Background: an optimization exercise with open tools, aiming at small area and a short achievable clock period. Do not read the settings as production practice.
Only simulation tests tie the RTL to the original design; equivalence was not proved.
Power and IR drop assume default switching activity.

`flow/run.sh`:
```
#!/bin/bash
# synth_recipe.tcl (not shown) runs the flow's synth.tcl, then flattens the netlist and writes it again
# the make line also repeats each setting of config.mk as NAME=value (left out here)
make -C /OpenROAD-flow-scripts/flow DESIGN_CONFIG=/design/flow/config.mk WORK_HOME=/design/flow/orfs CLKGATE_MAP_FILE= SYNTH_SCRIPT=/design/flow/synth_recipe.tcl finish
```
`flow/config.mk`:
```
export PLATFORM = sky130hd
export DESIGN_NAME = b15
export DESIGN_NICKNAME = b15
export VERILOG_FILES = /design/flow/design.v
export SDC_FILE = /design/flow/constraint.sdc
export NUM_CORES = 8
export LEC_CHECK = 0
export ABC_AREA = 1
export CAP_MARGIN = 20
export CORE_MARGIN = 2
export CORE_UTILIZATION = 40
export SETUP_SLACK_MARGIN = 4.0
export SLEW_MARGIN = 20
```
`flow/constraint.sdc`:
```
create_clock -name core_clock -period 8.0 [get_ports {CLOCK}]
set_input_delay 1.6000 -clock core_clock [delete_from_list [all_inputs] [get_ports {CLOCK}]]
set_output_delay 1.6000 -clock core_clock [all_outputs]
set_load 0.01 [all_outputs]
```
`flow/design.v`:
```
module b15(BE_n, Address, W_R_n, D_C_n, M_IO_n, ADS_n, Datai, Datao, CLOCK, NA_n, BS16_n, READY_n, HOLD, RESET);
input CLOCK;
input RESET;
input NA_n;
input BS16_n;
input READY_n;
input HOLD;
input [31:0] Datai;
output reg [3:0] BE_n;
output [31:0] Address;
output reg W_R_n;
output reg D_C_n;
output reg M_IO_n;
output reg ADS_n;
output [31:0] Datao;
localparam [2:0] StateInit = 3'd0, StateTi = 3'd1, StateT1 = 3'd2, StateT2 = 3'd3,
                 StateT1P = 3'd4, StateTh = 3'd5, StateT2P = 3'd6, StateT2I = 3'd7;
localparam [3:0] Si = 4'd0, S1 = 4'd1, S2 = 4'd2, S3 = 4'd3, S4 = 4'd4,
                 S5 = 4'd5, S6 = 4'd6, S7 = 4'd7, S8 = 4'd8, S9 = 4'd9;
reg [29:0] Addr;
reg [30:0] Dout;
assign Address = {2'b00, Addr};
assign Datao = {1'b0, Dout};
reg [2:0] State;
reg StateBS16;           
reg [3:0] ByteEnable;
reg RequestPending, ReadRequest, MemoryFetch, CodeFetch;
reg [3:0] State2;
reg [7:0] Q0, Q1, Q2, Q3, Q4, Q5, Q6, Q7, Q8, Q9, Q10, Q11, Q12, Q13, Q14;
reg [3:0] Rd, Wr;
reg [31:0] EAX, EBX, rEIP, PAP;
reg [21:0] IAPhi;
reg [9:0] IAPlo;
reg IAPcyP, IAPcyM;      
reg Jumped;              
reg Flush, More;
wire inT2P = (State == StateT2P);
wire [29:0] addrBase = inT2P ? rEIP[30:1] : rEIP[31:2];
wire addrRound = rEIP[31] & (rEIP[0] | (rEIP[1] & ~inT2P));
wire [29:0] addrNext;
b15_incc #(30) u_addr (.a(addrBase), .c(addrRound), .y(addrNext));
always @(posedge CLOCK, posedge RESET) begin
	if (RESET) begin
		BE_n <= 4'b0000;
		Addr <= 30'd0;
		W_R_n <= 1'b0;
		D_C_n <= 1'b0;
		M_IO_n <= 1'b0;
		ADS_n <= 1'b0;
		State <= StateInit;
	end else begin
		case (State)
			StateInit: begin
				D_C_n <= 1'b1;
				ADS_n <= 1'b1;
				State <= StateTi;
			end
			StateTi: begin
				if (RequestPending) State <= StateT1;
				else if (HOLD) State <= StateTh;
			end
			StateT1, StateT2P: begin
				Addr <= addrNext;
				BE_n <= ByteEnable;
				M_IO_n <= MemoryFetch;
				W_R_n <= ~ReadRequest;
				D_C_n <= ~CodeFetch;
				ADS_n <= 1'b0;
				if (!inT2P) State <= StateT2;
				else if (!READY_n) State <= StateT1P;
			end
			StateT2: begin
				if (!READY_n && !HOLD && RequestPending) State <= StateT1;
				else if (READY_n && NA_n) State <= StateT2;
				else if ((RequestPending || HOLD) && READY_n && !NA_n) State <= StateT2I;
				else if (!RequestPending && !HOLD && !READY_n) State <= StateTi;
				ADS_n <= 1'b1;
			end
			StateT1P: begin
				if (!NA_n && !HOLD && RequestPending) State <= StateT2P;
				else if (!NA_n) State <= StateT2I;
				else State <= StateT2;
				ADS_n <= 1'b1;
			end
			StateTh: begin
				if (!HOLD) State <= RequestPending ? StateT1 : StateTi;
			end
			StateT2I: begin
				if (READY_n && RequestPending && !HOLD) State <= StateT2P;
				else if (!READY_n && HOLD) State <= StateTh;
				else if (!READY_n) State <= RequestPending ? StateT1 : StateTi;
			end
		endcase
	end
end
always @(posedge CLOCK) begin
	case (State)
		StateInit: StateBS16 <= 1'b1;
		StateT2, StateT1P: StateBS16 <= BS16_n;
		default: ;
	endcase
end
always @(posedge CLOCK) begin
	case ({StateBS16, rEIP[1:0]})
		3'b000: ByteEnable <= 4'b1100;
		3'b001: ByteEnable <= 4'b1001;
		3'b010: ByteEnable <= 4'b0011;
		3'b011: ByteEnable <= 4'b0111;
		3'b100: ByteEnable <= 4'b0000;
		3'b101: ByteEnable <= 4'b0001;
		3'b110: ByteEnable <= 4'b0011;
		default: ByteEnable <= 4'b0111;
	endcase
end
wire [119:0] qa = {Q14, Q13, Q12, Q11, Q10, Q9, Q8, Q7, Q6, Q5, Q4, Q3, Q2, Q1, Q0};
wire [39:0] rw;
b15_win u_win (.qa(qa), .rd(Rd), .w(rw));
wire [7:0] op = rw[7:0];
wire [7:0] w1 = rw[15:8];
wire [7:0] w2 = rw[23:16];
wire [7:0] w3 = rw[31:24];
wire [7:0] w4 = rw[39:32];
wire [7:0] d0 = Datai[7:0];
wire [7:0] b2i, b3i;
b15_incc #(8) u_b2 (.a(Datai[23:16]), .c(1'b1), .y(b2i));
b15_incc #(8) u_b3 (.a(Datai[31:24]), .c(1'b1), .y(b3i));
wire lowNZ = |Datai[15:0];
wire [7:0] b2 = (Datai[31] & lowNZ) ? b2i : Datai[23:16];
wire [7:0] b3 = (Datai[31] & (lowNZ | (|Datai[23:16]))) ? b3i : Datai[31:24];
wire inS2 = (State2 == S2);
wire inS4 = (State2 == S4);
wire inS5 = (State2 == S5);
wire inS8 = (State2 == S8);
wire fill = inS2 | inS4;
wire fill4 = inS2 & StateBS16;
wire copy = inS8 & (Rd != 4'd15);
wire [31:0] lane;
b15_lanes u_lanes (.wr(Wr[1:0]), .d0(d0), .b2(b2), .b3(b3), .lane(lane));
wire [15:0] wsel = 16'd1 << Wr;
wire [15:0] wen = ({16{fill}} & (wsel | {wsel[14:0], wsel[15]})) |
                  ({16{fill4}} & ({wsel[13:0], wsel[15:14]} | {wsel[12:0], wsel[15:13]}));
always @(posedge CLOCK) begin
	if (copy & ~Wr[0]) Q0 <= Rd[0] ? Q13 : Q14;
	else if (wen[0]) Q0 <= lane[7:0];
	if (copy & Wr[0]) Q1 <= Q14;
	else if (wen[1]) Q1 <= lane[15:8];
	if (wen[2]) Q2 <= lane[23:16];
	if (wen[3]) Q3 <= lane[31:24];
	if (wen[4]) Q4 <= lane[7:0];
	if (wen[5]) Q5 <= lane[15:8];
	if (wen[6]) Q6 <= lane[23:16];
	if (wen[7]) Q7 <= lane[31:24];
	if (wen[8]) Q8 <= lane[7:0];
	if (wen[9]) Q9 <= lane[15:8];
	if (wen[10]) Q10 <= lane[23:16];
	if (wen[11]) Q11 <= lane[31:24];
	if (wen[12]) Q12 <= lane[7:0];
end
always @(posedge CLOCK, posedge RESET) begin
	if (RESET) begin
		Q13 <= 8'd0;
		Q14 <= 8'd0;
	end else begin
		if (wen[13]) Q13 <= lane[15:8];
		if (wen[14]) Q14 <= lane[23:16];
	end
end
wire [4:0] avail = {1'b0, Wr} - {1'b0, Rd};
wire ge2 = !avail[4] && (avail[3:0] >= 4'd2);
wire ge3 = !avail[4] && (avail[3:0] >= 4'd3);
wire ge5 = !avail[4] && (avail[3:0] >= 4'd5);
wire isEB = (op == 8'hEB);
wire isE9 = (op == 8'hE9);
wire isB8 = (op == 8'hB8);
wire isBB = (op == 8'hBB);
wire is8B = (op == 8'h8B);
wire is89 = (op == 8'h89);
wire isE4 = (op == 8'hE4);
wire isE6 = (op == 8'hE6);
wire isROL = (op == 8'hD0) || (op == 8'hC0);
wire is40 = (op == 8'h40);
wire is43 = (op == 8'h43);
wire isIO = is8B | is89 | isE4 | isE6;
wire needs = isEB | isE9 | isB8 | isBB | isIO;
wire enough = isEB ? ge3 : (isE9 | isB8 | isBB) ? ge5 : ge2;
wire short = needs & ~enough;              
wire jump = (isEB | isE9) & enough;        
wire inT1 = (State == StateT1) || (State == StateT1P);
wire ioGo = (is8B | isE4) ? !READY_n : (inT1 & !READY_n);
wire ioWait = isIO & enough & ~ioGo;       
wire load5 = (isB8 | isBB) & enough;
wire adv2 = isROL | (isIO & enough & ioGo);
wire adv1 = ~needs & ~isROL;
wire [3:0] rdP1 = Rd + 4'd1, rdP2 = Rd + 4'd2, rdP5 = Rd + 4'd5;
wire [3:0] rdNext = load5 ? rdP5 : adv2 ? rdP2 : adv1 ? rdP1 : Rd;
wire flushNext = jump | (ioWait & Flush);
wire moreNext = short | (ioWait & More);
wire stop0 = !(Rd < Wr) || (Rd >= 4'd12);
wire stop1 = !(rdP1 < Wr) || (rdP1 >= 4'd12);
wire stop2 = !(rdP2 < Wr) || (rdP2 >= 4'd12);
wire stop5 = !(rdP5 < Wr) || (rdP5 >= 4'd12);
wire toS7 = (load5 ? stop5 : adv2 ? stop2 : adv1 ? stop1 : stop0) || flushNext || moreNext;
wire toS6 = is89 & enough & inT1 & !READY_n & !StateBS16;
wire [10:0] lo1, lo2, lo5;
b15_lok u_lok (.a(IAPlo), .p1(lo1), .p2(lo2), .p5(lo5));
wire [11:0] jsum2, jsum5;
b15_jadd u_jadd2 (.base(lo2), .x(w1), .sx(1'b1), .s(jsum2));
b15_jadd u_jadd5 (.base(lo5), .x(w1), .sx(1'b0), .s(jsum5));
wire [21:0] hiP, hiM;
b15_incdec #(22) u_hi (.a(IAPhi), .p(hiP), .m(hiM));
wire [21:0] hiRes = IAPcyP ? hiP : IAPcyM ? hiM : IAPhi;
wire [10:0] lok = load5 ? lo5 : adv2 ? lo2 : adv1 ? lo1 : {1'b0, IAPlo};
wire [9:0] jlo = op[1] ? jsum2[9:0] : jsum5[9:0];
wire jcyP = op[1] ? (~jsum2[11] & jsum2[10]) : jsum5[10];
wire jcyM = op[1] & jsum2[11];
wire [9:0] loNext = jump ? jlo : lok[9:0];
wire cyPNext = jump ? jcyP : lok[10];
wire cyMNext = jump & jcyM;
wire iapSign = hiRes[21];
wire [30:0] papHi;
b15_add2 #(31) u_pap (.a(PAP[31:1]), .b({fill4, ~fill4}), .y(papHi));
wire [31:0] papInc = {papHi, PAP[0]};
wire papNeg = papHi[30];
wire [31:0] papAbs = !papNeg ? papInc : PAP[0] ? {~papHi, 1'b1} : {~PAP[31:1], 1'b0};
wire [31:0] eaxInc, ebxInc, ebxDec;
b15_incc #(32) u_eaxinc (.a(EAX), .c(1'b1), .y(eaxInc));
b15_incdec #(32) u_ebx (.a(EBX), .p(ebxInc), .m(ebxDec));
wire [31:0] ebxAbs = EBX[31] ? ~ebxDec : EBX;
wire [30:0] eipHi;
b15_incc #(31) u_eip (.a(rEIP[31:1]), .c(1'b1), .y(eipHi));
wire [31:0] eipInc = {eipHi, rEIP[0]};
wire [7:0] loadHi8;
b15_incc #(8) u_lh (.a(w4), .c(w3[7]), .y(loadHi8));
wire [8:0] loadHi = {w4[7] & (&w4[6:0]) & w3[7], loadHi8};
wire [14:0] eaxHi;
b15_incc #(15) u_eaxhi (.a(EAX[30:16]), .c(EAX[31] & (|EAX[15:0])), .y(eaxHi));
wire [31:0] rdp1 = {27'd0, {1'b0, Rd} + 5'd1};
always @(posedge CLOCK, posedge RESET) begin
	if (RESET) begin
		State2 <= Si;
		Rd <= 4'd0;
		Wr <= 4'd0;
		IAPhi <= 22'd0;
		IAPlo <= 10'd0;
		IAPcyP <= 1'b0;
		IAPcyM <= 1'b0;
		Jumped <= 1'b0;
		PAP <= 32'd0;
		Flush <= 1'b0;
		More <= 1'b0;
		Dout <= 31'd0;
		EAX <= 32'd0;
		EBX <= 32'd0;
	end else begin
		IAPhi <= hiRes;
		IAPcyP <= 1'b0;
		IAPcyM <= 1'b0;
		Jumped <= 1'b0;
		if (Jumped) PAP[31:10] <= hiRes;
		case (State2)
			Si: begin
				State2 <= S1;
			end
			S1: begin
				if (!READY_n) State2 <= S2;
			end
			S2: begin
				PAP <= papInc;
				if (StateBS16) begin
					Wr <= Wr + 4'd4;
					State2 <= S5;
				end else begin
					Wr <= Wr + 4'd2;
					State2 <= S3;
				end
			end
			S3: begin
				if (!READY_n) State2 <= S4;
			end
			S4: begin
				Wr <= Wr + 4'd2;
				PAP <= papInc;
				State2 <= S5;
			end
			S5: begin
				Rd <= rdNext;
				IAPlo <= loNext;
				IAPcyP <= cyPNext;
				IAPcyM <= cyMNext;
				Flush <= flushNext;
				More <= moreNext;
				State2 <= toS7 ? S7 : toS6 ? S6 : S5;
				if (jump) begin
					PAP[9:0] <= jlo;
					Jumped <= 1'b1;
				end
				if (load5 & isB8) EAX <= {loadHi, w3[6:0], w2, w1};
				if (load5 & isBB) EBX <= {loadHi, w3[6:0], w2, Q0};
				if (is40) EAX <= eaxInc;
				if (is43) EBX <= ebxInc;
				if (isIO & enough) begin
					if (is8B) begin
						if (!READY_n) EAX <= {1'b0, Datai[14:0], Datai[15:0]};
					end
					if (is89) begin
						if (inT1) Dout <= {eaxHi, EAX[15:0]};
					end
					if (isE4) begin
						if (!READY_n) EAX <= Datai;
					end
					if (isE6) begin
						if (inT1) Dout <= {15'd0, EAX[15:0]};
					end
				end
			end
			S6: begin
				if (!READY_n) begin
					State2 <= S5;
				end
			end
			S7: begin
				if (Flush) begin
					Rd <= IAPlo[0] ? ((IAPlo[1] ^ iapSign) ? 4'd4 : 4'd2) : 4'd1;
					Wr <= 4'd1;
					State2 <= S9;
				end else if (Rd >= 4'd13) begin
					Wr <= 4'd0;
					State2 <= S8;
				end else begin
					State2 <= S9;
				end
			end
			S8: begin
				if (Rd != 4'd15) begin
					Rd <= Rd + 4'd1;
					Wr <= Wr + 4'd1;
				end else begin
					Rd <= 4'd0;
					State2 <= S9;
				end
			end
			S9: begin
				State2 <= S1;
			end
			default: ;
		endcase
	end
end
always @(posedge CLOCK) begin
	case (State2)
		Si: begin
			rEIP <= 32'hFFFF0;
			ReadRequest <= 1'b1;
			MemoryFetch <= 1'b1;
			RequestPending <= 1'b1;
		end
		S1: begin
			RequestPending <= 1'b1;
			ReadRequest <= 1'b1;
			MemoryFetch <= 1'b1;
			CodeFetch <= 1'b1;
		end
		S2: begin
			RequestPending <= 1'b0;
			if (!StateBS16) rEIP <= papAbs;
		end
		S3: RequestPending <= 1'b1;
		S4: RequestPending <= 1'b0;
		S5: begin
			if (isIO & enough) begin
				if (is8B) begin
					rEIP <= (!READY_n && !StateBS16) ? eipInc : ebxAbs;
					RequestPending <= READY_n;
					ReadRequest <= 1'b1;
					MemoryFetch <= 1'b1;
					CodeFetch <= 1'b0;
				end
				if (is89) begin
					rEIP <= (inT1 && !READY_n && !StateBS16) ? eipInc : EBX;
					RequestPending <= !(inT1 && !READY_n && StateBS16);
					ReadRequest <= 1'b0;
					MemoryFetch <= 1'b1;
					CodeFetch <= 1'b0;
				end
				if (isE4) begin
					rEIP <= rdp1;
					RequestPending <= READY_n;
					ReadRequest <= 1'b1;
					MemoryFetch <= 1'b0;
					CodeFetch <= 1'b0;
				end
				if (isE6) begin
					rEIP <= rdp1;
					RequestPending <= 1'b0;
					ReadRequest <= 1'b0;
					MemoryFetch <= 1'b0;
					CodeFetch <= 1'b0;
				end
			end
		end
		S6: if (!READY_n) RequestPending <= 1'b0;
		S9: rEIP <= PAP;
		default: ;
	endcase
end
endmodule
module b15_incc #(parameter W = 8) (input [W-1:0] a, input c, output [W-1:0] y);
	assign y = a + {{(W-1){1'b0}}, c};
endmodule
module b15_add2 #(parameter W = 8) (input [W-1:0] a, input [1:0] b, output [W-1:0] y);
	assign y = a + {{(W-2){1'b0}}, b};
endmodule
module b15_incdec #(parameter W = 8) (input [W-1:0] a, output [W-1:0] p, output [W-1:0] m);
	assign p = a + {{(W-1){1'b0}}, 1'b1};
	assign m = a - {{(W-1){1'b0}}, 1'b1};
endmodule
module b15_xinc (input [31:0] a, input s, input c, output [31:0] y);
	assign y = (a ^ {32{s}}) + {31'd0, c};
endmodule
module b15_lok (input [9:0] a, output [10:0] p1, output [10:0] p2, output [10:0] p5);
	assign p1 = {1'b0, a} + 11'd1;
	assign p2 = {1'b0, a} + 11'd2;
	assign p5 = {1'b0, a} + 11'd5;
endmodule
module b15_jadd (input [10:0] base, input [7:0] x, input sx, output [11:0] s);
	assign s = {1'b0, base} + {{4{sx & x[7]}}, x};
endmodule
module b15_lanes (input [1:0] wr, input [7:0] d0, input [7:0] b2, input [7:0] b3, output [31:0] lane);
	genvar j;
	generate
		for (j = 0; j < 4; j = j + 1) begin : l
			wire [1:0] m = j[1:0] - wr;
			assign lane[8*j +: 8] = !m[1] ? d0 : m[0] ? b3 : b2;
		end
	endgenerate
endmodule
module b15_win (input [119:0] qa, input [3:0] rd, output [39:0] w);
	wire [95:0] ra;    
	wire [63:0] rb;    
	wire [47:0] rc;    
	genvar g;
	generate
		for (g = 0; g < 12; g = g + 1) begin : rotA
			if (g < 7) begin : m
				assign ra[8*g +: 8] = rd[3] ? qa[8*(g + 8) +: 8] : qa[8*g +: 8];
			end else begin : p
				assign ra[8*g +: 8] = qa[8*g +: 8];
			end
		end
		for (g = 0; g < 8; g = g + 1) begin : rotB
			assign rb[8*g +: 8] = rd[2] ? ra[8*(g + 4) +: 8] : ra[8*g +: 8];
		end
		for (g = 0; g < 6; g = g + 1) begin : rotC
			assign rc[8*g +: 8] = rd[1] ? rb[8*(g + 2) +: 8] : rb[8*g +: 8];
		end
		for (g = 0; g < 5; g = g + 1) begin : rotD
			assign w[8*g +: 8] = rd[0] ? rc[8*(g + 1) +: 8] : rc[8*g +: 8];
		end
	endgenerate
endmodule
```
==> results.txt, run 1 <==
- Synth top area cells: dfrtp_1 20%, edfxtp_1 15%, nand2_1 14%, o21ai_0 7.5%, nand3_1 5.5%
- Sequential fraction of the synthesis area: 34.88%
- WP data required: 8.29 ns
- Netlist cell types: 74
- PwrDens: around 440 nW/um^2
- Most used cell, CP: nand2_1
- Final Setup Violations: 0
- Leakage: 14.81 nW
- Clk pwr share: 15.3%
- Vias per Instance: 5.726
- CP max stage cell: dfrtp_4
- Max IR drop VDD: 218.3 uV
- Worst-margin pin slew: approximately 1.2 ns
- Congestion Overflow GR: 0
- Hold Vio Cnt, Final: 0
- Metal-1 WL: 45630 um
- Total iterations of the first detailed-routing run: 5
- CTS H-tree depth: 2
- Share of layout cells above drive strength 1: under 10%
- Post-layout util: 47.10%
- Slowest cell delay on critical path: ~0.5 ns
- Via count: 29995
- Startpoint types: flop
- Fillers: 7377
- Post-synth top area share: 20.04%
- Core ar.: 71730 sq um
- Clk root buf: clkbuf_16
- Combinational fraction of design power: 61.5%
- Crit-path max FO: 30
- Largest net degree at the start of global routing: 138
- Routed WL: 111400 um
- Die Area: 74890 sq um
- Internal Power: between 6 and 7 mW
- Flops & latches, synth: about 380
- Syn avg cell area: a little under 7 sq um
- Worst skew pair latency: 0.60 ns
- Worst slew margin: 21.17%
- Crit path max-delay family: buffers and inverters
- Final worst path period share: 48.55%
- Final nets: ~4400
- Metal2 WL: 50450 um
- Port bufs: 106
- Vias in the first global route: 27654
- RePlAce Congestion: between 0.9 and 1
- Die X: 273.7 um
- GRT Total Usage: 28.66%
- Ordered list of cells on the worst path: buf_4 -> bufbuf_16 -> nand2_1 -> nand3_1 -> nand2_1 -> nand2_1 -> nand3_1 -> nand2_1 -> nand2_1 -> inv_1 -> nand2_1 -> inv_1 -> nand2_1 -> buf_4 -> inv_1 -> o21ai_0 -> nand2_1 -> nand3_1 -> o2111ai_1
- Synth area leader: dfrtp_1
- Remaining antenna violation count after routing: 0
- Switching pwr: 7.809 mW
- Setup crit end kind: flop
- HP Class: reg2reg
- Reg area: 10160 sq um
- WL met3: roughly 8400 um
- Min Tclk post-route: between 3 and 4 ns
- Buffer and inverter count on the worst path: 6
- CTS tree: built
- Setup Crit Path Kind: reg2reg
- Post-synth EDFFs: 141
- # clock sinks: 378
- Top FF cell, synth: dfrtp_1
- RSZ-0062 raised after global routing: true
- Cts bufs inserted: between 40 and 50
- Arr. time, crit path: 4.18 ns
- Commonest non-fill, non-tap cells in the layout: 1088 x nand2_1, 394 x inv_1, 393 x o21ai_0
- Synthesis Warnings: 1
- Fraction of registers with async set/reset: roughly three fifths
- Final slew viol count: 0
- Max Cap Viol: 0
- Seq pwr share: 23.2%
- Reg clk slew, reported paths: ~0.06 ns
- DRC viols: 0
- Io pins: 110
- HPWL Detailed: 78920 um
- Status: finished clean
- Average wire per standard cell: 21.27 um
- Commonest non-fill, non-tap cell in the layout: nand2_1
- Top sig layer: met5
- Max Freq: between 200 and 300 MHz
- Switching Share: 52.80%
- Setup TNS: 0 ns
- Initial Util: 40.55%
- First-pass GRT wire length: 166100 um
- Initial antenna violation count: 3
- Mapped Cells: 4195
- Vert. Die Dim: 273.7 um
- Clock skew: 0.01667 ns
- Multi-input logic area: ~17000 sq um
- CTS Buffer Depth: 3
- Area grow syn2layout: 16.14%
- Post-CTS Hold Fix Bufs: 0
- Site Rows: 98
- Synth Cell Area: ~29000 sq um
- Drt initial violations: between 3000 and 4000
[what timing repair did]
action / in CTS / in global routing
gates cloned: 11 / 7
pin swaps: 6 / 15
resized for setup: 101 / 111
buffers inserted: 13 / 34
setup endpoints to repair: 275 / 263
[cell families after synthesis]
logic type      count (synthesis)  share of synthesized area [%]
simple gates                 1944                          28.12
compound gates                987                          19.87
buf+inv                       650                          8.960
flops                         378                          34.88
xor+xnor                      159                          4.788
fa+ha+maj                      76                          3.372
other cells                     1                        0.01289
[Yosys cell counts, types with 16 or more instances]
master / instances
o21ai_0: 435
a21oi_1: 208
o221ai_1: 31
o211ai_1: 72
inv_1: 410
nand4_1: 41
nand2_1: 1099
o22ai_1: 44
ha_1: 72
xor2_1: 144
nor4_1: 16
clkbuf_1: 140
nor3_1: 54
o2111ai_1: 16
o21ai_1: 35
a22oi_1: 19
nor2_1: 356
dfrtp_1: 233
a31oi_1: 48
edfxtp_1: 141
buf_2: 41
nand3_1: 322
[cell type report]
cell class	count	area share (%)
Clock buffer	65	4.011
Inverter	437	5.226
Clock inverter	22	0.7444
Antenna cell	1	0.007407
Sequential cell	378	30.06
Timing Repair Buffer	205	6.344
Tap cell	950	3.518
Multi-Input combinational cell	3173	49.92
Timing Repair inverter	7	0.1704
[stage by stage]
step | hold WS, ns | area [sq um] | cells | setup slack, ns | power [mW]
floorplan | 0.4096 | 29110 | 4197 | 3.350 | 8.650
global placement | 0.4259 | 30770 | 5084 | 2.570 | 11.35
detailed placement | 0.4279 | 30780 | 5085 | 2.441 | 11.39
CTS | 0.4362 | 33040 | 5196 | 4.005 | 14.12
global route | 0.4578 | 33780 | 5237 | 3.903 | 15.69
finish | 0.4292 | 33780 | 5238 | 4.116 | 14.79
[per-layer routing]
layer / global-route usage [%] / up-vias
met2: 46.33 / 1302
met4: 15.83 / 4
met3: 3.974 / 316
met1: 36.91 / 14085
met5: 0 / -
li1: - / 14288
[flip-flops by register name, indices dropped and copies added (netlist names), 10 cells and up, named ones only]
signal,cells
IAPlo,10
EBX,32
EAX,32
PAP,32
Addr,30
rEIP,32
IAPhi,22
[worst reg2reg max path, delay by kind of cell, from the launching register on]
kind                   cells  cell delay [ns]
AND/OR/NAND/NOR           11             1.20
flip-flops                 1             0.50
AO/OA/AOI/OAI              2             0.62
buffers and inverters      6             1.28
[path summary, 6_finish.rpt]
check                      slack [ns]          start       end  cells past startpoint
setup / recovery                 4.12          Rd[3]  rEIP[15]                     19
hold / removal                   0.43  ByteEnable[1]   BE_n[1]                      2
setup reg to reg                 4.12          Rd[3]  rEIP[15]                     19
hold reg to reg                  0.43  ByteEnable[1]   BE_n[1]                      2
max in group asynchronous        5.22          RESET  Addr[26]                      4
min in group asynchronous        1.56          RESET    EBX[4]                      3
[power groups by stage]
stage               registers [mW]  logic (mW)  clock network, mW
CTS                           3.41        8.42               2.30
detailed placement            3.42        7.97                  0
global route                  3.49        9.83               2.37
finish                        3.43        9.10               2.27
floorplan                     3.18        5.47                  0
global placement              3.42        7.93                  0
==> inputs of run 2 (changes only) <==
--- a/flow/design.v
+++ b/flow/design.v
@@ -33,6 +33,10 @@
 reg [9:0] IAPlo;
 reg IAPcyP, IAPcyM;      
 reg Jumped;              
+reg [7:0] JOff;          
+reg JShort;              
+reg JFix;                
+reg RdOdd;               
 reg Flush, More;
 wire inT2P = (State == StateT2P);
 wire [29:0] addrBase = inT2P ? rEIP[30:1] : rEIP[31:2];
@@ -203,25 +207,23 @@
 wire toS6 = is89 & enough & inT1 & !READY_n & !StateBS16;
 wire [10:0] lo1, lo2, lo5;
 b15_lok u_lok (.a(IAPlo), .p1(lo1), .p2(lo2), .p5(lo5));
-wire [11:0] jsum2, jsum5;
-b15_jadd u_jadd2 (.base(lo2), .x(w1), .sx(1'b1), .s(jsum2));
-b15_jadd u_jadd5 (.base(lo5), .x(w1), .sx(1'b0), .s(jsum5));
 wire [21:0] hiP, hiM;
 b15_incdec #(22) u_hi (.a(IAPhi), .p(hiP), .m(hiM));
 wire [21:0] hiRes = IAPcyP ? hiP : IAPcyM ? hiM : IAPhi;
 wire [10:0] lok = load5 ? lo5 : adv2 ? lo2 : adv1 ? lo1 : {1'b0, IAPlo};
-wire [9:0] jlo = op[1] ? jsum2[9:0] : jsum5[9:0];
-wire jcyP = op[1] ? (~jsum2[11] & jsum2[10]) : jsum5[10];
-wire jcyM = op[1] & jsum2[11];
-wire [9:0] loNext = jump ? jlo : lok[9:0];
-wire cyPNext = jump ? jcyP : lok[10];
-wire cyMNext = jump & jcyM;
-wire iapSign = hiRes[21];
-wire [30:0] papHi;
-b15_add2 #(31) u_pap (.a(PAP[31:1]), .b({fill4, ~fill4}), .y(papHi));
-wire [31:0] papInc = {papHi, PAP[0]};
-wire papNeg = papHi[30];
-wire [31:0] papAbs = !papNeg ? papInc : PAP[0] ? {~papHi, 1'b1} : {~PAP[31:1], 1'b0};
+wire [11:0] jsum;
+b15_jadd u_jadd (.base(JShort ? lo2 : lo5), .x(JOff), .sx(JShort), .s(jsum));
+wire jcyP = ~jsum[11] & jsum[10];
+wire jcyM = jsum[11];
+wire [1:0] iapLow = Jumped ? jsum[1:0] : IAPlo[1:0];
+wire [30:0] papH1;
+wire [29:0] papH2;
+b15_incc #(31) u_pap1 (.a(PAP[31:1]), .c(1'b1), .y(papH1));
+b15_incc #(30) u_pap2 (.a(PAP[31:2]), .c(1'b1), .y(papH2));
+wire [31:0] papInc = fill4 ? {papH2, PAP[1:0]} : {papH1, PAP[0]};
+wire [30:0] papHi = papH1;
+wire papNeg = papH1[30];
+wire [31:0] papAbs = !papNeg ? {papH1, PAP[0]} : PAP[0] ? {~papHi, 1'b1} : {~PAP[31:1], 1'b0};
 wire [31:0] eaxInc, ebxInc, ebxDec;
 b15_incc #(32) u_eaxinc (.a(EAX), .c(1'b1), .y(eaxInc));
 b15_incdec #(32) u_ebx (.a(EBX), .p(ebxInc), .m(ebxDec));
@@ -245,6 +247,10 @@
 		IAPcyP <= 1'b0;
 		IAPcyM <= 1'b0;
 		Jumped <= 1'b0;
+		JOff <= 8'd0;
+		JFix <= 1'b0;
+		RdOdd <= 1'b0;
+		JShort <= 1'b0;
 		PAP <= 32'd0;
 		Flush <= 1'b0;
 		More <= 1'b0;
@@ -256,7 +262,6 @@
 		IAPcyP <= 1'b0;
 		IAPcyM <= 1'b0;
 		Jumped <= 1'b0;
-		if (Jumped) PAP[31:10] <= hiRes;
 		case (State2)
 			Si: begin
 				State2 <= S1;
@@ -284,14 +289,16 @@
 			end
 			S5: begin
 				Rd <= rdNext;
-				IAPlo <= loNext;
-				IAPcyP <= cyPNext;
-				IAPcyM <= cyMNext;
+				if (!jump) begin
+					IAPlo <= lok[9:0];
+					IAPcyP <= lok[10];
+				end
 				Flush <= flushNext;
 				More <= moreNext;
 				State2 <= toS7 ? S7 : toS6 ? S6 : S5;
 				if (jump) begin
-					PAP[9:0] <= jlo;
+					JOff <= w1;
+					JShort <= op[1];
 					Jumped <= 1'b1;
 				end
 				if (load5 & isB8) EAX <= {loadHi, w3[6:0], w2, w1};
@@ -319,8 +326,16 @@
 				end
 			end
 			S7: begin
+				JFix <= Jumped;
+				if (Jumped) begin
+					PAP[9:0] <= jsum[9:0];
+					IAPlo <= jsum[9:0];
+					IAPcyP <= jcyP;
+					IAPcyM <= jcyM;
+				end
 				if (Flush) begin
-					Rd <= IAPlo[0] ? ((IAPlo[1] ^ iapSign) ? 4'd4 : 4'd2) : 4'd1;
+					Rd <= iapLow[0] ? (iapLow[1] ? 4'd4 : 4'd2) : 4'd1;
+					RdOdd <= iapLow[0];
 					Wr <= 4'd1;
 					State2 <= S9;
 				end else if (Rd >= 4'd13) begin
@@ -341,6 +356,10 @@
 			end
 			S9: begin
 				State2 <= S1;
+				JFix <= 1'b0;
+				RdOdd <= 1'b0;
+				if (JFix) PAP[31:10] <= hiRes;
+				if (RdOdd & hiRes[21]) Rd <= Rd ^ 4'b0110;
 			end
 			default: ;
 		endcase
@@ -399,7 +418,7 @@
 			end
 		end
 		S6: if (!READY_n) RequestPending <= 1'b0;
-		S9: rEIP <= PAP;
+		S9: rEIP <= JFix ? {hiRes, PAP[9:0]} : PAP;
 		default: ;
 	endcase
 end
--- a/flow/config.mk
+++ b/flow/config.mk
@@ -9,5 +9,5 @@
 export CAP_MARGIN = 20
 export CORE_MARGIN = 2
 export CORE_UTILIZATION = 40
-export SETUP_SLACK_MARGIN = 4.0
+export SETUP_SLACK_MARGIN = 4.5
 export SLEW_MARGIN = 20
==> results.txt, run 2 <==
- CP max stage cell: dfrtp_2
- Synth Cell Area: 30180 sq um (+3.8%)
- Routed WL: 123300 um (+11%)
- Startpoint types: flop
- Core ar.: 74570 sq um (+4.0%)
- Pre-CTS setup slack: 2.895 ns (+0.4539 ns)
- Site Rows: 100 (+2.0%)
- PwrDens: 408.8 nW/um^2 (-6.6%)
- Flops & latches, synth: 389 (+2.9%)
- Total iterations of the first detailed-routing run: 8 (+3)
- Clk root buf: clkbuf_16
- Inserted Diodes: 0 (-1)
- Netlist cell types: 76 (+2.7%)
- WP data required: 8.33 ns (+0.04 ns)
- Die Area: 77670 sq um (+3.7%)
- Vias per Instance: 5.810 (+1.5%)
- Final Setup Violations: 0 (unchanged)
- Area grow syn2layout: 19.46%
- Arr. time, crit path: 3.77 ns (-0.41 ns)
- HPWL Detailed: 86830 um (+10%)
- Max Freq: 290.6 MHz (+13%)
- Status: finished clean
- DRC viols: 0 (unchanged)
- Setup crit end kind: flop
- Cell with the most instances after synthesis: nand2_1
- First-pass GRT wire length: 179900 um (+8.3%)
- Worst slew margin: 9.503% (-12 points)
- CTS Buffer Depth: 3 (unchanged)
- Setup WS post-layout: 4.559 ns (+0.4428 ns)
- Fillers: 7434 (+0.77%)
- RSZ-0062 raised after global routing: true
- Min Tclk post-route: 3.441 ns (-0.4428 ns)
- Synthesis Warnings: 1 (unchanged)
- Buffer and inverter count on the worst path: 6 (unchanged)
- # clock sinks: 389 (+2.9%)
- CTS H-tree depth: 2 (unchanged)
- Final worst path period share: 43.01% (-5.5 points)
- Port bufs: 106 (unchanged)
- Reg clk slew, reported paths: 0.06 ns (about the same)
- Leakage: 15.57 nW (+5.1%)
- Drt initial violations: 3988 (+33%)
- Synth area leader: dfrtp_1
- Fraction of registers with async set/reset: 62.72% (+1.1 points)
- Cts bufs inserted: 48 (+2.1%)
- Post-synth top area share: 20.23% (+0.18 points)
- Initial Util: 40.48% (-0.075 points)
- Setup TNS: 0 ns (unchanged)
- Congestion Overflow GR: 0 (unchanged)
- Synth top area cells: dfrtp_1 20%, edfxtp_1 14%, nand2_1 14%, o21ai_0 8.0%, inv_1 5.1%
- Max Cap Viol: 0 (unchanged)
- Post-route cell area: 36060 sq um (+6.7%)
- Post-CTS Hold Fix Bufs: 0 (unchanged)
- Worst-margin pin slew: 1.343 ns (+0.1732 ns)
- Share of layout cells above drive strength 1: 11.93% (+3.2 points)
- Vias in the first global route: 28690 (+3.7%)
- Mapped Cells: 4369 (+4.1%)
- Average wire per standard cell: 22.47 um (+5.6%)
- Syn avg cell area: 6.909 sq um (-0.36%)
- Post-synth top cells: 1102 x nand2_1, 483 x o21ai_0, 408 x inv_1
- Final slew viol count: 0 (unchanged)
- Crit path max-delay family: simple AND/OR/NAND/NOR gates
- Largest net degree at the start of global routing: 135 (-2.2%)
- Commonest non-fill, non-tap cells in the layout: 1078 x nand2_1, 417 x o21ai_0, 397 x inv_1
- CTS tree: built
- Clock skew: 0.02232 ns (+0.005657 ns)
- Setup Crit Path Kind: reg2reg
- Post-layout util: 48.35% (+1.3 points)
- Ordered list of cells on the worst path: buf_4 -> clkbuf_16 -> nand2_1 -> nand3_1 -> nand3_1 -> nand3_1 -> nand2_1 -> nand2_2 -> nor2_2 -> nand2_1 -> nand3_2 -> a21oi_4 -> buf_12 -> nand2_8 -> nor2_8 -> nor2_4 -> buf_4 -> buf_4 -> nor2_4 -> clkbuf_16
- Die X: 278.7 um (+1.8%)
- Max IR drop VDD: 202.4 uV (-7.3%)
- Cell area after placement: 31870 sq um (+3.6%)
- Vert. Die Dim: 278.7 um (+1.8%)
- Io pins: 110 (unchanged)
- RePlAce Congestion: 0.9966 (+1.1%)
- Crit-path max FO: 15 (-50%)
- Remaining antenna violation count after routing: 0 (unchanged)
- Slowest cell delay on critical path: 0.40 ns (-0.10 ns)
- Commonest non-fill, non-tap cell in the layout: nand2_1
- Final nets: 4582 (+5.0%)
- Via count: 31871 (+6.3%)
- Sequential fraction of the synthesis area: 34.52% (-0.35 points)
- Top FF cell, synth: dfrtp_1
- GRT Total Usage: 30.04% (+1.4 points)
- Hold Vio Cnt, Final: 0 (unchanged)
- Initial antenna violation count: 0 (-3)
- Post-synth EDFFs: 141 (unchanged)
- Worst skew pair latency: 0.62 ns (+0.02 ns)
- HP Class: reg2reg
==> run 2: final timing paths <==
kind	cells after the start	from	endpoint	slack (ns)
min in group asynchronous	2	RESET	Addr[0]	1.32
max in group asynchronous	3	RESET	EAX[25]	5.51
worst min register to register	2	ByteEnable[1]	BE_n[1]	0.43
worst max register to register	20	Rd[3]	rEIP[30]	4.56
worst min-delay path	2	ByteEnable[1]	BE_n[1]	0.43
worst max-delay path	20	Rd[3]	rEIP[30]	4.56
==> run 2: stage by stage <==
step | std cells | power [mW] | hold slack [ns]
6_report | 5486 | 14.74 | 0.4300
5_1_grt | 5486 | 15.58 | 0.4461
4_1_cts | 5410 | 13.83 | 0.4295
3_5_place_dp | 5263 | 10.96 | 0.4189
3_3_place_gp | 5263 | 10.94 | 0.4171
2_1_floorplan | 4371 | 8.421 | 0.4096
==> run 2: metal layers <==
metal / global-route usage [%] / vias up / wire length [um]
met5: 0 / - / 0
met4: 16.89 / 0 / 7789
met3: 4.150 / 373 / 10110
met2: 47.46 / 1621 / 55250
met1: 39.60 / 14882 / 50130
li1: - / 14995 / -
==> run 2: layout make-up <==
cell class | instances | area [sq um] | area share (%)
multi-input cells | 3317 | 18080 | 50.15
flip-flops and latches | 389 | 10440 | 28.96
repair buffers | 271 | 2811 | 7.797
inverters | 444 | 1833 | 5.083
clock buffers | 66 | 1349 | 3.741
well taps | 969 | 1212 | 3.362
clock inverters | 24 | 265.3 | 0.7356
repair inverters | 6 | 61.31 | 0.1700
==> run 2: kinds of logic after synthesis <==
kind of cell,after synthesis,synth area share (%)
other cells,1,0.01242
buf+inv,675,9.115
fa+ha+maj,67,2.827
mux,6,0.2031
simple gates,1980,27.94
compound gates,1070,20.13
flops,389,34.52
xor+xnor,181,5.252
==> run 2: worst min-delay path: cells and delay by family (launching register included) <==
kind,cells,cell delay [ns]
DFF,1,0.29
and+or+nand+nor,2,0.09
==> run 2: report_power, final <==
part | internal (mW) | switching (mW)
clock network | 1.32 | 0.966
logic | 2.84 | 6.01
registers | 2.88 | 0.725
==> run 2: timing repair <==
action / 4_1_cts / 5_1_grt
endpoints found under the setup margin: 339 / 291
pin swaps: 29 / 37
cloned: 14 / 15
resized for setup: 201 / 183
buffers inserted: 43 / 61
==> inputs of run 3 (changes only) <==
--- a/flow/config.mk
+++ b/flow/config.mk
@@ -9,5 +9,7 @@
 export CAP_MARGIN = 20
 export CORE_MARGIN = 2
 export CORE_UTILIZATION = 40
+export CTS_CLUSTER_DIAMETER = 100
+export CTS_CLUSTER_SIZE = 20
 export SETUP_SLACK_MARGIN = 4.5
 export SLEW_MARGIN = 20
==> results.txt, run 3 <==
- Main combinational cell family by area after synthesis: simple AND/OR/NAND/NOR gates
- Core ar.: 74570 sq um (unchanged)
- Vias per Instance: 5.785 (-0.42%)
- Synthesis Warnings: 1 (unchanged)
- WP data required: 8.33 ns (about the same)
- Setup WS post-layout: 4.576 ns (+0.01726 ns)
- Post-synth top cells: 1102 x nand2_1, 483 x o21ai_0, 408 x inv_1
- Switching pwr: 7.464 mW (-3.1%)
- Setup Crit Path Kind: in2reg
- Crit-path max FO: 5 (-10)
- Worst-margin pin slew: 1.282 ns (-0.06083 ns)
- CTS tree: built
- Combinational fraction of design power: 63.0% (+3.0 points)
- PwrDens: 394.7 nW/um^2 (-3.5%)
- Worst slew margin: 13.60% (+4.1 points)
- Congestion Overflow GR: 0 (unchanged)
- Vert. Die Dim: 278.7 um (unchanged)
- Final slew viol count: 0 (unchanged)
- Cts bufs inserted: 27 (-44%)
- Synth area leader: dfrtp_1
- First-pass GRT wire length: 179100 um (-0.46%)
- Synth Cell Area: 30180 sq um (unchanged)
- Max Cap Viol: 0 (unchanged)
- Pre-CTS setup slack: 2.895 ns (unchanged)
- Post-synth EDFFs: 141 (unchanged)
- Synth top area cells: dfrtp_1 20%, edfxtp_1 14%, nand2_1 14%, o21ai_0 8.0%, inv_1 5.1%
- Remaining antenna violation count after routing: 0 (unchanged)
- RePlAce Congestion: 0.9966 (unchanged)
- Power, Total: 13.81 mW (-6.3%)
- Max IR drop VDD: 231.2 uV (+14%)
- Clk root buf: clkbuf_16
- RSZ-0062 raised after global routing: true
- Worst hold margin: 0.4280 ns (-0.001993 ns)
- Area grow syn2layout: 15.96%
- HPWL Detailed: 86830 um (unchanged)
- Post-synthesis mux area share: 0.2031% (unchanged)
- Hold Vio Cnt, Final: 0 (unchanged)
- CTS Buffer Depth: 3 (unchanged)
- Worst skew pair latency: 0.63 ns (about the same)
- Leakage: 15.19 nW (-2.4%)
- Status: finished clean
- Seq pwr share: 26.1% (+1.6 points)
- Die Area: 77670 sq um (unchanged)
- Syn avg cell area: 6.909 sq um (unchanged)
- Setup crit end kind: flop
- Setup TNS: 0 ns (unchanged)
- Initial antenna violation count: 2 (+2)
- Arr. time, crit path: 3.76 ns (about the same)
- Routed WL: 121600 um (-1.4%)
- Top FF cell, synth: dfrtp_1
- Inserted Diodes: 0 (unchanged)
- Reg2reg setup slack: 4.58 ns (+0.02 ns)
- Final Setup Violations: 0 (unchanged)
- CTS H-tree depth: 1 (-1)
- Port bufs: 106 (unchanged)
- GRT Total Usage: 29.83% (-0.21 points)
- Reg clk slew, reported paths: 0.09 ns (+0.03 ns)
- HP Class: reg2reg
- Drt initial violations: 3866 (-3.1%)
- Post-CTS Hold Fix Bufs: 0 (unchanged)
- Clk pwr share: 11.0% (-4.5 points)
- Netlist cell types: 76 (unchanged)
- Clock skew: 0.02517 ns (+0.002844 ns)
- Io pins: 110 (unchanged)
- Mapped Cells: 4369 (unchanged)
- Startpoint types: input port
- Min Tclk post-route: 3.424 ns (-0.01726 ns)
- Flops & latches, synth: 389 (unchanged)
- Internal Power: 6.349 mW (-9.8%)
- Area fraction in compound gates after synthesis: 20.13% (unchanged)
- Site Rows: 100 (unchanged)
- DRC viols: 0 (unchanged)
- Share of layout cells above drive strength 1: 10.94% (-0.99 points)
- Synth Area in Adders: 2.827% (unchanged)
- Cell with the most instances after synthesis: nand2_1
- Initial Util: 40.48% (unchanged)
- Average wire per standard cell: 22.36 um (-0.51%)
- Commonest non-fill, non-tap cells in the layout: 1071 x nand2_1, 430 x o21ai_0, 398 x inv_1
- # clock sinks: 389 (unchanged)
- Max Freq: 292.1 MHz (+0.50%)
- Final nets: 4554 (-0.61%)
- Post-synthesis xor/xnor area fraction: 5.252% (unchanged)
- Via count: 31455 (-1.3%)
- Fraction of registers with async set/reset: 62.72% (unchanged)
- Vias in the first global route: 28493 (-0.69%)
- Post-layout util: 46.94% (-1.4 points)
- Total iterations of the first detailed-routing run: 6 (-2)
- Final worst path period share: 42.80% (-0.22 points)
- Simple-gate portion of the synthesized area: 27.94% (unchanged)
- Post-synth top area share: 20.23% (unchanged)
- Die X: 278.7 um (unchanged)
- Largest net degree at the start of global routing: 135 (unchanged)
- Commonest non-fill, non-tap cell in the layout: nand2_1
- Sequential fraction of the synthesis area: 34.52% (unchanged)
- Switching Share: 54.03% (+1.8 points)
run 3: cell counts after synthesis:
No cell type changed its count.
run 3: area by class of cell:
cell class                 count  area [sq um]
clock buffer                  38         779.5
inverter                     444          1822
tap                          969          1212
timing repair inverter         7         71.32
clock inverter                10         93.84
timing repair buffer         266          2643
multi-input combinational   3314         17940
sequential                   389         10440
fill                        7564         39570
run 3: cell families after synthesis:
| family | Yosys count |
|---|---|
| xor gates and xnor gates | 181 |
| buffers and inverters | 675 |
| AOI/OAI and AO/OA | 1070 |
| DFF | 389 |
| and+or+nand+nor | 1980 |
| muxes | 6 |
| adders and majority gates | 67 |
| other | 1 |
run 3: power groups by stage:
stage / Clock, mW / Combinational (mW) / Sequential (mW)
floorplan: 0 / 5.12 / 3.30
global placement: 0 / 7.31 / 3.63
detailed placement: 0 / 7.33 / 3.63
CTS: 1.54 / 7.91 / 3.58
global route: 1.61 / 9.38 / 3.67
finish: 1.52 / 8.70 / 3.60
run 3: critical path, stage by stage:
cell           delay, ns
dlygate4sd2_1       0.33
nor4_2              0.25
nand4_1             0.24
o21ai_2             0.29
buf_4               0.16
mux2i_1             0.09
nand2_1             0.07
o21ai_0             0.14
o21ai_0             0.57
run 3: path summary, 6_finish.rpt:
kind	startpoint	to	cells past startpoint
max in group asynchronous	RESET	Q14[2]	3
min	ByteEnable[1]	BE_n[1]	2
max reg2reg	State[1]	Addr[29]	20
min reg2reg	ByteEnable[1]	BE_n[1]	2
min in group asynchronous	RESET	BE_n[0]	2
max	Datai[2]	Q11[1]	9
run 3: repair_timing:
action | CTS | global route
gates cloned | 15 | 12
pin swaps | 29 | 32
gates resized for setup | 187 | 156
buffers inserted | 43 | 56
setup endpoints to repair | 339 | 303
run 3: routing by layer:
metal / up-vias / wire [um] / global-route usage, %
li1: 14869 / - / -
met1: 14740 / 49960 / 39.84
met4: 2 / 7671 / 16.06
met3: 329 / 9585 / 3.439
met5: - / 15 / 0
met2: 1515 / 54330 / 47.36
run 3: per-stage QoR:
stage	cells	instance area (sq um)
after global placement	5263	31870
after CTS	5369	33910
final	5437	35000
after floorplan	4371	30370
after global routing	5437	35000
after detailed placement	5263	31870
==> inputs of run 4 (changes only) <==
--- a/flow/config.mk
+++ b/flow/config.mk
@@ -10,6 +10,6 @@
 export CORE_MARGIN = 2
 export CORE_UTILIZATION = 40
 export CTS_CLUSTER_DIAMETER = 100
-export CTS_CLUSTER_SIZE = 20
+export CTS_CLUSTER_SIZE = 30
 export SETUP_SLACK_MARGIN = 4.5
 export SLEW_MARGIN = 20
==> results.txt, run 4 <==
- Leakage: 15.10 nW (-0.60%)
- Crit-path max FO: 15 (+10)
- HP Class: reg2reg
- Inserted Diodes: 0 (unchanged)
- Sequential fraction of the synthesis area: 34.52% (unchanged)
- Vias per Instance: 5.778 (-0.13%)
- Mapped Cells: 4369 (unchanged)
- Final nets: 4535 (-0.42%)
- # clock sinks: 389 (unchanged)
- Setup WS post-layout: 4.547 ns (-0.02952 ns)
- Reg clk slew, reported paths: 0.12 ns (+0.03 ns)
- Final slew viol count: 0 (unchanged)
- Via count: 31299 (-0.50%)
- Commonest non-fill, non-tap cells in the layout: 1083 x nand2_1, 423 x o21ai_0, 395 x inv_1
- Average wire per standard cell: 22.37 um (about the same)
- DRC viols: 0 (unchanged)
- Top sig layer: met5
- First-pass GRT wire length: 178700 um (-0.22%)
- Arr. time, crit path: 3.94 ns (+0.18 ns)
- HPWL Detailed: 86830 um (unchanged)
- Post-CTS Hold Fix Bufs: 0 (unchanged)
- Area grow syn2layout: 15.80%
- CTS H-tree depth: 1 (unchanged)
- Pre-CTS setup slack: 2.895 ns (unchanged)
- Max IR drop VDD: 221.5 uV (-4.2%)
- Largest net degree at the start of global routing: 135 (unchanged)
- Initial antenna violation count: 1 (-1)
- CP max stage cell: dfrtp_2
- Post-layout util: 46.87% (-0.064 points)
- Initial Util: 40.48% (unchanged)
- Final Setup Violations: 0 (unchanged)
- Cts bufs inserted: 25 (-7.4%)
- RSZ-0062 raised after global routing: true
- Status: finished clean
- Cell with the most instances after synthesis: nand2_1
- Slowest cell delay on critical path: 0.55 ns (-0.02 ns)
- Synth top area cells: dfrtp_1 20%, edfxtp_1 14%, nand2_1 14%, o21ai_0 8.0%, inv_1 5.1%
- RePlAce Congestion: 0.9966 (unchanged)
- Setup crit end kind: flop
- Final worst path period share: 43.17% (+0.37 points)
- Post-synth EDFFs: 141 (unchanged)
- CTS Buffer Depth: 3 (unchanged)
- GRT Total Usage: 29.69% (-0.14 points)
- Metal-1 WL: 49870 um (-0.17%)
- WL met3: 9282 um (-3.2%)
- WP data required: 8.49 ns (+0.16 ns)
- Share of layout cells above drive strength 1: 10.41% (-0.54 points)
- Netlist cell types: 76 (unchanged)
- Setup TNS: 0 ns (unchanged)
- Syn avg cell area: 6.909 sq um (unchanged)
- Synthesis Warnings: 1 (unchanged)
- Vert. Die Dim: 278.7 um (unchanged)
- Power, Total: 13.73 mW (-0.60%)
- Total iterations of the first detailed-routing run: 6 (unchanged)
- Synth Cell Area: 30180 sq um (unchanged)
- Routed WL: 121200 um (-0.31%)
- Post-synth top cells: 1102 x nand2_1, 483 x o21ai_0, 408 x inv_1
- Post-Place Cells: 5263 (unchanged)
- Drt initial violations: 3807 (-1.5%)
- CTS tree: built
- Clock skew: 0.02982 ns (+0.004655 ns)
- Synth area leader: dfrtp_1
- Port bufs: 106 (unchanged)
- Commonest non-fill, non-tap cell in the layout: nand2_1
- PwrDens: 392.8 nW/um^2 (-0.46%)
- Flops & latches, synth: 389 (unchanged)
- Metal2 WL: 54200 um (-0.25%)
- Worst-margin pin slew: 1.220 ns (-0.06228 ns)
- Max Freq: 289.6 MHz (-0.85%)
- Clk root buf: clkbuf_16
- Io pins: 110 (unchanged)
- Core ar.: 74570 sq um (unchanged)
- Post-synth top area share: 20.23% (unchanged)
- Top FF cell, synth: dfrtp_1
- Min Tclk post-route: 3.453 ns (+0.02952 ns)
- Fraction of registers with async set/reset: 62.72% (unchanged)
- Setup Crit Path Kind: reg2reg
- Ordered list of cells on the worst path: buf_12 -> ha_1 -> inv_1 -> fa_1 -> xor2_2 -> nor2_2 -> nor2_1 -> nor2_1 -> a21oi_4 -> nand4_1 -> buf_4 -> buf_12 -> a21oi_1 -> o21ai_1 -> o21ai_2 -> nand2_2 -> nand2_1 -> o211ai_1
- Die Area: 77670 sq um (unchanged)
- Max Cap Viol: 0 (unchanged)
- Worst slew margin: 17.80% (+4.2 points)
- Startpoint types: flop
- Site Rows: 100 (unchanged)
- Hold Vio Cnt, Final: 0 (unchanged)
- Die X: 278.7 um (unchanged)
- Congestion Overflow GR: 0 (unchanged)
- Final Non-Filler Cells: 5417 (-0.37%)
- Remaining antenna violation count after routing: 0 (unchanged)
- Vias in the first global route: 28372 (-0.42%)
- Worst skew pair latency: 0.63 ns (about the same)
-- run 4: changes by cell type in the layout (fill, tap and decap cells not counted), sizes merged --
cell           delta
bufbuf            -1
bufinv            -1
clkdlybuf4s50     +1
dlymetal6s2s      -2
clkinvlp          +2
inv               +5
clkinv            +3
clkbuf           -14
buf              -18
nand2             +1
clkdlybuf4s15     +3
nand3             +1
-- run 4: critical path, delay by kind of cell, from the launching register on --
| family | cells | cell delay, ns |
|---|---|---|
| compound gates | 5 | 0.69 |
| fa+ha+maj | 2 | 0.58 |
| buf+inv | 4 | 0.60 |
| flops | 1 | 0.55 |
| xor+xnor | 1 | 0.23 |
| simple gates | 6 | 0.65 |
-- run 4: area by class of cell --
type / count / area, sq um
inverters: 444 / 1822
well taps: 969 / 1212
fillers: 7559 / 39620
repair inverters: 6 / 61.31
clock inverters: 20 / 312.8
clock buffers: 25 / 625.6
flip-flops and latches: 389 / 10440
multi-input cells: 3316 / 17950
repair buffers: 248 / 2529
-- run 4: where the power goes --
group	leakage, nW	switching [mW]	internal, mW
Sequential	4.46	0.721	2.87
Clock	0.455	0.929	0.663
Combinational	10.2	5.87	2.68
-- run 4: stage by stage --
stage	hold WS, ns	area, sq um
2_1_floorplan	0.4096	30370
3_3_place_gp	0.4171	31870
3_5_place_dp	0.4189	31870
4_1_cts	0.4368	33850
5_1_grt	0.4522	34950
6_report	0.4371	34950
-- run 4: what timing repair did --
action | 4_1_cts | 5_1_grt
cloned | 12 | 13
pin swaps | 30 | 40
resized for setup | 181 | 162
endpoints found under the setup margin | 339 | 294
buffers inserted | 42 | 42
-- run 4: cells by family after synthesis --
group | count (synthesis) | synth area share (%)
simple gates | 1980 | 27.94
flops | 389 | 34.52
buf+inv | 675 | 9.115
compound gates | 1070 | 20.13
fa+ha+maj | 67 | 2.827
xor+xnor | 181 | 5.252
mux | 6 | 0.2031
other cells | 1 | 0.01242
-- run 4: layer usage --
layer	GRT usage (%)	vias up
met5	0	-
met4	15.44	2
li1	-	14840
met2	47.19	1467
met3	3.648	319
met1	39.68	14671
-- run 4: worst paths after layout --
path                          startpoint  slack [ns]  depth (start not counted)                         end
setup / recovery                   Rd[0]        4.55                         18                      EAX[0]
hold / removal             ByteEnable[1]        0.44                          2                     BE_n[1]
setup reg to reg                   Rd[0]        4.55                         18                      EAX[0]
hold reg to reg            ByteEnable[1]        0.44                          2                     BE_n[1]
max in group asynchronous          RESET        5.51                          3  asynchronous set/reset pin
min in group asynchronous          RESET        1.29                          2                     BE_n[0]
==> inputs of run 5 (changes only) <==
--- a/flow/design.v
+++ b/flow/design.v
@@ -28,6 +28,7 @@
 reg [3:0] State2;
 reg [7:0] Q0, Q1, Q2, Q3, Q4, Q5, Q6, Q7, Q8, Q9, Q10, Q11, Q12, Q13, Q14;
 reg [3:0] Rd, Wr;
+reg [3:0] RdN;           
 reg [31:0] EAX, EBX, rEIP, PAP;
 reg [21:0] IAPhi;
 reg [9:0] IAPlo;
@@ -118,7 +119,7 @@
 end
 wire [119:0] qa = {Q14, Q13, Q12, Q11, Q10, Q9, Q8, Q7, Q6, Q5, Q4, Q3, Q2, Q1, Q0};
 wire [39:0] rw;
-b15_win u_win (.qa(qa), .rd(Rd), .w(rw));
+b15_win u_win (.qa(qa), .rd(~RdN), .w(rw));
 wire [7:0] op = rw[7:0];
 wire [7:0] w1 = rw[15:8];
 wire [7:0] w2 = rw[23:16];
@@ -241,6 +242,7 @@
 	if (RESET) begin
 		State2 <= Si;
 		Rd <= 4'd0;
+		RdN <= 4'b1111;
 		Wr <= 4'd0;
 		IAPhi <= 22'd0;
 		IAPlo <= 10'd0;
@@ -289,6 +291,7 @@
 			end
 			S5: begin
 				Rd <= rdNext;
+				RdN <= ~rdNext;
 				if (!jump) begin
 					IAPlo <= lok[9:0];
 					IAPcyP <= lok[10];
@@ -335,6 +338,7 @@
 				end
 				if (Flush) begin
 					Rd <= iapLow[0] ? (iapLow[1] ? 4'd4 : 4'd2) : 4'd1;
+					RdN <= iapLow[0] ? (iapLow[1] ? 4'b1011 : 4'b1101) : 4'b1110;
 					RdOdd <= iapLow[0];
 					Wr <= 4'd1;
 					State2 <= S9;
@@ -348,9 +352,11 @@
 			S8: begin
 				if (Rd != 4'd15) begin
 					Rd <= Rd + 4'd1;
+					RdN <= RdN - 4'd1;
 					Wr <= Wr + 4'd1;
 				end else begin
 					Rd <= 4'd0;
+					RdN <= 4'b1111;
 					State2 <= S9;
 				end
 			end
@@ -359,7 +365,10 @@
 				JFix <= 1'b0;
 				RdOdd <= 1'b0;
 				if (JFix) PAP[31:10] <= hiRes;
-				if (RdOdd & hiRes[21]) Rd <= Rd ^ 4'b0110;
+				if (RdOdd & hiRes[21]) begin
+					Rd <= Rd ^ 4'b0110;
+					RdN <= RdN ^ 4'b0110;
+				end
 			end
 			default: ;
 		endcase
==> flow/flow/run.sh (new file) <==
#!/bin/bash
# Standard layout, with plain buffers (buf_2) on the ports instead of the
# default port buffer cell.
export BUFFER_PORTS_ARGS="-buffer_cell sky130_fd_sc_hd__buf_2"
bash standard.sh > standard.log 2>&1
==> flow/standard.sh (new file) <==
#!/bin/bash
# synth_recipe.tcl (not shown) runs the flow's synth.tcl, then flattens the netlist and writes it again
# the make line also repeats each setting of config.mk as NAME=value (left out here)
make -C /OpenROAD-flow-scripts/flow DESIGN_CONFIG=/design/flow/config.mk WORK_HOME=/design/flow/orfs CLKGATE_MAP_FILE= SYNTH_SCRIPT=/design/flow/synth_recipe.tcl "${@:-finish}"
--- a/flow/config.mk
+++ b/flow/config.mk
@@ -9,7 +9,5 @@
 export CAP_MARGIN = 20
 export CORE_MARGIN = 2
 export CORE_UTILIZATION = 40
-export CTS_CLUSTER_DIAMETER = 100
-export CTS_CLUSTER_SIZE = 30
 export SETUP_SLACK_MARGIN = 4.5
 export SLEW_MARGIN = 20
removed: flow/run.sh
==> results.txt, run 5 <==
- Post-CTS Hold Fix Bufs: 0 (unchanged)
- GRT Total Usage: 30.72% (+1.0 points)
- Most used cell, CP: o21ai_0
- Crit-path max FO: 7 (-8)
- Total iterations of the first detailed-routing run: 7 (+1)
- Netlist cell types: 72 (-5.3%)
- CTS Buffer Depth: 3 (unchanged)
- Flops & latches, synth: 393 (+1.0%)
- Slowest cell delay on critical path: 0.75 ns (+0.20 ns)
- Setup TNS: 0 ns (unchanged)
- Vert. Die Dim: 278.9 um (about the same)
- Max IR drop VDD: 138.7 uV (-37%)
- Clk root buf: clkbuf_16
- Die X: 278.9 um (about the same)
- Switching Share: 27.53% (-27 points)
- Share of layout cells above drive strength 1: 14.20% (+3.8 points)
- Mapped Cells: 4370 (+0.023%)
- Final nets: 4600 (+1.4%)
- Fraction of registers with async set/reset: 63.10% (+0.38 points)
- Setup WS post-layout: 4.434 ns (-0.1129 ns)
- Top FF cell, synth: dfrtp_1
- GRT busiest layer: met2
- DRC viols: 0 (unchanged)
- Pre-CTS setup slack: 2.459 ns (-0.4354 ns)
- Final slew viol count: 0 (unchanged)
- Clock skew: 0.04104 ns (+0.01122 ns)
- Ordered list of cells on the worst path: buf_2 -> nor4_2 -> nand4_1 -> o21ai_2 -> mux2i_2 -> nand2_1 -> o21ai_0 -> o21ai_0
- Met3 Use GR: 3.916% (+0.27 points)
- Initial antenna violation count: 0 (-1)
- HP Class: reg2reg
- Post-synth top cells: 1110 x nand2_1, 459 x o21ai_0, 449 x inv_1
- Combinational fraction of design power: 10.8% (-51 points)
- Power, Total: 5.119 mW (-63%)
- Port bufs: 106 (unchanged)
- Status: finished clean
- RSZ-0062 raised after global routing: true
- Post-layout util: 47.90% (+1.0 points)
- Final worst path period share: 44.58% (+1.4 points)
- Synth area leader: dfrtp_1
- Area grow syn2layout: 18.17%
- Worst-margin pin slew: 1.061 ns (-0.1594 ns)
- Synth top area cells: dfrtp_1 20%, edfxtp_1 14%, nand2_1 14%, o21ai_0 7.6%, inv_1 5.6%
- Final Non-Filler Cells: 5504 (+1.6%)
- Syn avg cell area: 6.917 sq um (+0.11%)
- Synth Cell Area: 30230 sq um (+0.14%)
- PwrDens: 143.3 nW/um^2 (-64%)
- Vias per Instance: 5.822 (+0.77%)
- Reg clk slew, reported paths: 0.06 ns (-0.06 ns)
- Reg area: 10550 sq um (+0.98%)
- Met1 GRT Util: 38.95% (-0.73 points)
- Die Area: 77780 sq um (+0.13%)
- Post-synth EDFFs: 141 (unchanged)
- Average wire per standard cell: 22.82 um (+2.0%)
- Worst skew pair latency: 0.64 ns (about the same)
- Internal Power: 3.710 mW (-40%)
- Cts bufs inserted: 49 (+96%)
- M2 GR Usage: 50.16% (+3.0 points)
- Final Setup Violations: 0 (unchanged)
- Remaining antenna violation count after routing: 0 (unchanged)
- RePlAce Congestion: 0.9847 (-1.2%)
- Clk pwr share: 46.2% (+35 points)
- First-pass GRT wire length: 182800 um (+2.3%)
- Via count: 32047 (+2.4%)
- Io pins: 110 (unchanged)
- Startpoint types: input port
- Vias in the first global route: 28889 (+1.8%)
- Routed WL: 125600 um (+3.7%)
- Fillers: 7557 (-0.026%)
- Commonest non-fill, non-tap cell in the layout: nand2_1
- CTS tree: built
- Synthesis Warnings: 1 (unchanged)
- Cell with the most instances after synthesis: nand2_1
- Max Freq: 280.4 MHz (-3.2%)
- Max Cap Viol: 0 (unchanged)
- Worst slew margin: 29.28% (+11 points)
- Largest net degree at the start of global routing: 143 (+5.9%)
- WP data required: 8.30 ns (-0.19 ns)
- Multi-input logic area: 18060 sq um (+0.64%)
- HPWL Detailed: 89500 um (+3.1%)
- Hold Vio Cnt, Final: 0 (unchanged)
- Post-Place Cells: 5284 (+0.40%)
- Leakage: 15.74 nW (+4.2%)
- Arr. time, crit path: 3.87 ns (-0.07 ns)
- Setup Crit Path Kind: in2reg
- Core ar.: 74570 sq um (unchanged)
- CTS H-tree depth: 2 (+1)
- Congestion Overflow GR: 0 (unchanged)
- Switching pwr: 1.409 mW (-81%)
- Seq pwr share: 43.0% (+17 points)
- Initial Util: 40.53% (+0.055 points)
- Setup crit end kind: flop
- # clock sinks: 393 (+1.0%)
- Site Rows: 100 (unchanged)
- Sequential fraction of the synthesis area: 34.82% (+0.30 points)
- Post-synth top area share: 20.20% (-0.028 points)
- Commonest non-fill, non-tap cells in the layout: 1067 x nand2_1, 436 x inv_1, 417 x o21ai_0
- CP max stage cell: o21ai_0
- Min Tclk post-route: 3.566 ns (+0.1129 ns)
- Drt initial violations: 3590 (-5.7%)
- Inserted Diodes: 0 (unchanged)
[run 5: cell types whose count changed in the layout (fill, tap and decap cells not counted), sizes merged, moves of 31 or more]
cell | previous run | this run
buf | 134 | 270
clkbuf | 41 | 74
clkdlybuf4s50 | 87 | 0
o21ai | 559 | 517
a21oi | 228 | 192
nand3 | 310 | 279
[run 5: cell type report]
class | instances | area share (%)
inverter | 474 | 5.339
tap | 969 | 3.394
sequential | 393 | 29.53
timing repair buffer | 279 | 6.340
clock buffer | 65 | 3.864
clock inverter | 27 | 0.8337
timing repair inverter | 5 | 0.1331
multi-input combinational | 3292 | 50.57
[run 5: metal layers]
| layer | up-vias | part of all wire (%) |
|---|---|---|
| met1 | 15121 | 39 |
| li1 | 14964 | - |
| met4 | 0 | 7.0 |
| met5 | - | 0 |
| met3 | 354 | 7.7 |
| met2 | 1608 | 46 |
[run 5: metrics by stage]
stage                     hold WS, ns  area [sq um]
final                          0.4297         35720
after global routing           0.4497         35720
after CTS                      0.4349         33990
after detailed placement       0.4270         31500
after global placement         0.4229         31500
after floorplan                0.4096         30300
[run 5: repair_timing]
item	4_1_cts	5_1_grt
buffers inserted	31	73
setup endpoints to repair	371	315
resized for setup	112	246
cloned	9	14
pin swaps	19	71
[run 5: worst paths after layout]
kind | start | to | slack, ns | cells after the start
min reg2reg | ByteEnable[1] | BE_n[1] | 0.43 | 2
max | Datai[1] | Q3[1] | 4.43 | 8
min | ByteEnable[1] | BE_n[1] | 0.43 | 2
min in group asynchronous | RESET | M_IO_n | 1.15 | 3
max reg2reg | RdN[2] | EBX[30] | 4.48 | 11
max in group asynchronous | RESET | EBX[2] | 5.45 | 4
[run 5: power by group through the flow]
stage	Sequential [mW]	Clock [mW]	Combinational [mW]
global placement	2.23	0	0.490
CTS	2.20	2.39	0.518
finish	2.20	2.36	0.554
floorplan	2.25	0	0.261
detailed placement	2.23	0	0.491
global route	2.21	2.46	0.604
[run 5: cells by family (layout without fill, tap and decap cells)]
| kind of cell | after synthesis | in the layout | synth area share (%) |
|---|---|---|---|
| simple gates | 1987 | 1993 | 27.67 |
| compound gates | 1024 | 1024 | 19.58 |
| buf+inv | 693 | 850 | 9.099 |
| flops | 393 | 393 | 34.82 |
| xor+xnor | 196 | 196 | 5.680 |
| fa+ha+maj | 68 | 68 | 2.865 |
| mux | 8 | 8 | 0.2732 |
| other cells | 1 | 3 | 0.01241 |
[run 5: critical path: cells and delay by family]
kind	cells	cell delay [ns]
buf+inv	1	0.24
mux	1	0.13
compound gates	3	1.29
simple gates	3	0.59

-- afterwards: timing with drivers on the ports --
In the flow no input, the clock included, has a driving cell. The finished layouts below were timed again as built, in two steps. Step 1 assumes that a clkbuf_16 drives the clock port and a buf_2 every other input. Step 2, shift: input delay + t, output delay - t, t = (earliest + latest rising clock arrival at the registers) / 2. This alone moves slack from input paths to output paths. a / b / c = ideal ports / drivers / drivers and shift; a / b = the first two.
run	t (ns)	setup slack, ns	worst register clock-pin slew, ns	worst slew at a driven data input, ns	cell pins on the clock port's net
run 1	0.666	4.116 / 4.116 / 3.563	0.06 / 0.06	0.11	1
run 2	0.685	4.559 / 4.559 / 3.926	0.07 / 0.07	0.04	1
run 3	0.682	4.576 / 4.576 / 3.938	0.10 / 0.10	0.04	1
run 4	0.681	4.547 / 4.547 / 3.944	0.12 / 0.12	0.04	1
run 5	0.689	4.434 / 4.483 / 3.797	0.07 / 0.07	0.03	1
After both steps every run listed still meets setup and hold. The setup slack of run 3, which loses most, moves by 0.000 ns with the drivers and by -0.638 ns with both steps.
